This is an optimization exercise on Yosys and OpenROAD, whose aim is small area, a short achievable clock period and few clock cycles, not a production implementation. In this exercise RTL edits were held to simulation tests only and were not proved equivalent to the original.

Design RSA, start of the top module:
module RSA ( key_in, mod_in, data_in, data_out, key_ready, mod_ready, data_ready, resetn, CLK, finish, key_end, mod_end, data_out_ready,state );
For scale: ~6700 flip-flops, roughly 140 I/O pins.
==> flow/config.mk <==
export PLATFORM = sky130hd
export DESIGN_NAME = RSA
export DESIGN_NICKNAME = RSA
export VERILOG_FILES = /design/flow/design.v
export SDC_FILE = /design/flow/constraint.sdc
export NUM_CORES = 8
export LEC_CHECK = 0
export CAP_MARGIN = 40
export CORE_MARGIN = 2
export CORE_UTILIZATION = 65
export CTS_CLUSTER_DIAMETER = 100
export CTS_CLUSTER_SIZE = 20
export SLEW_MARGIN = 40
export SYNTH_HIERARCHICAL = 1
export SYNTH_MEMORY_MAX_BITS = 8192
==> flow/constraint.sdc <==
create_clock -name core_clock -period 14.0 [get_ports {CLK}]
set_input_delay 2.8000 -clock core_clock [delete_from_list [all_inputs] [get_ports {CLK}]]
set_output_delay 2.8000 -clock core_clock [all_outputs]
set_load 0.01 [all_outputs]
standard.sh (not shown) runs the stock make flow with config.mk's settings and CLKGATE_MAP_FILE= SYNTH_SCRIPT=/design/flow/synth_recipe.tcl, a recipe that flattens the netlist after the stock synthesis.
==> flow/flow/run.sh <==
#!/bin/bash
# Layout flow: the standard ORFS flow (standard.sh), run with a setup
# repair margin aimed well below the 14 ns clock, so that repair_timing
# keeps sizing and buffering the critical paths after the 14 ns
# constraint is met, with cell resizing not limited to cells of the same
# footprint, and with more antenna repair iterations after detailed
# routing.  The constraints, the synthesis and every step are the
# standard ones.
set -euo pipefail
bash standard.sh SETUP_SLACK_MARGIN=9.5 TNS_END_PERCENT=100 MATCH_CELL_FOOTPRINT=0 \
  MAX_REPAIR_ANTENNAS_ITER_DRT=12 MAX_REPAIR_ANTENNAS_ITER_GRT=8 finish > standard_flow.log 2>&1
The starting point completed with no timing, DRC or antenna violations.
Testbench counts at the start, summed over its fixed seeds: cycles 1,683,949.
Next try:
--- a/flow/flow/run.sh
+++ b/flow/flow/run.sh
@@ -8,4 +8,4 @@
 # standard ones.
 set -euo pipefail
-bash standard.sh SETUP_SLACK_MARGIN=9.5 TNS_END_PERCENT=100 MATCH_CELL_FOOTPRINT=0 \
+bash standard.sh SETUP_SLACK_MARGIN=9.3 TNS_END_PERCENT=100 MATCH_CELL_FOOTPRINT=0 \
   MAX_REPAIR_ANTENNAS_ITER_DRT=12 MAX_REPAIR_ANTENNAS_ITER_GRT=8 finish > standard_flow.log 2>&1
What happened: Wire length drops by 1.2%. Final area drops by 0.51%. Die area does not change. Count of clock-buffer cells in the layout does not change. First-iteration DRC count is about the same. Global-route usage drops by 0.65 points. Synthesized area is unchanged. Via count is about the same.

RSA, a different RTL version from the one above (not shown whole).
Size in the first run: ~31,000 cells after synthesis, about 6,900 flip-flops, roughly 400,000 um^2 of cells after synthesis.
## RSA
module RSA ( key_in, mod_in, data_in, data_out, key_ready, mod_ready, data_ready, resetn, CLK, finish, key_end, mod_end, data_out_ready,state );
==> flow/config.mk <==
export PLATFORM = sky130hd
export DESIGN_NAME = RSA
export DESIGN_NICKNAME = RSA
export VERILOG_FILES = /design/flow/design.v
export SDC_FILE = /design/flow/constraint.sdc
export NUM_CORES = 8
export LEC_CHECK = 0
export CAP_MARGIN = 40
export CORE_MARGIN = 2
export CORE_UTILIZATION = 65
export CTS_CLUSTER_DIAMETER = 100
export CTS_CLUSTER_SIZE = 20
export SLEW_MARGIN = 40
export SYNTH_HIERARCHICAL = 1
export SYNTH_MEMORY_MAX_BITS = 8192
==> flow/constraint.sdc <==
create_clock -name core_clock -period 14.0 [get_ports {CLK}]
set_input_delay 2.8000 -clock core_clock [delete_from_list [all_inputs] [get_ports {CLK}]]
set_output_delay 2.8000 -clock core_clock [all_outputs]
set_load 0.01 [all_outputs]
==> flow/flow/run.sh <==
#!/bin/bash
# Layout flow: the standard ORFS flow (standard.sh), run with a setup
# repair margin aimed well below the 14 ns clock, so that repair_timing
# keeps sizing and buffering the critical paths after the 14 ns
# constraint is met, with cell resizing not limited to cells of the same
# footprint, and with more antenna repair iterations after detailed
# routing.  The constraints, the synthesis and every step are the
# standard ones.
set -euo pipefail
bash standard.sh SETUP_SLACK_MARGIN=9.7 TNS_END_PERCENT=100 MATCH_CELL_FOOTPRINT=0 \
  MAX_REPAIR_ANTENNAS_ITER_DRT=12 MAX_REPAIR_ANTENNAS_ITER_GRT=8 finish > standard_flow.log 2>&1
The first run ran to the end with violations: antenna violations.
Testbench counts at the start, summed over its fixed seeds: cycles 1,683,949.
Rerun with:
--- a/flow/flow/run.sh
+++ b/flow/flow/run.sh
@@ -9,3 +9,3 @@
 set -euo pipefail
-bash standard.sh SETUP_SLACK_MARGIN=9.7 TNS_END_PERCENT=100 MATCH_CELL_FOOTPRINT=0 \
+bash standard.sh SETUP_SLACK_MARGIN=9.5 TNS_END_PERCENT=100 MATCH_CELL_FOOTPRINT=0 \
   MAX_REPAIR_ANTENNAS_ITER_DRT=12 MAX_REPAIR_ANTENNAS_ITER_GRT=8 finish > standard_flow.log 2>&1
This time the run went through all stages and came out clean.
Routed wire length shrinks by 0.33%.
Cell count is about the same.
Setup slack gets better by 0.042 ns.
Sequential share of layout area increases by 0.12 points.
Die area is unchanged.
Maximum frequency grows by 0.91%.

[what the ideal ports hide]
No port has a modelled driver above. Below, the same layouts with a new extraction and two added sets of constraints.
Step 1, drivers: a clkbuf_16 drives CLK and a buf_2 each remaining input, both assumed.
Step 2, shift: input delay + t, output delay - t, t = (earliest + latest rising clock arrival at the registers) / 2. This alone moves slack from input paths to output paths.
Three values: ideal, step 1, step 2; two values: the first two.
run | shift t [ns] | setup WS [ns] | worst slew at a driven data input, ns
the first run of note 1 | 1.205 | 9.414 / 9.407 / 8.600 | 0.25
the second run of note 1 | 1.212 | 9.146 / 9.146 / 8.752 | 0.26
the first run of note 2 | 1.216 | 9.376 / 9.376 / 8.748 | 0.37
the second run of note 2 | 1.219 | 9.417 / 9.378 / 8.532 | 0.42
The setup slack of the second run of note 2, which loses most, moves by -0.039 ns with the drivers and by -0.885 ns with both steps.
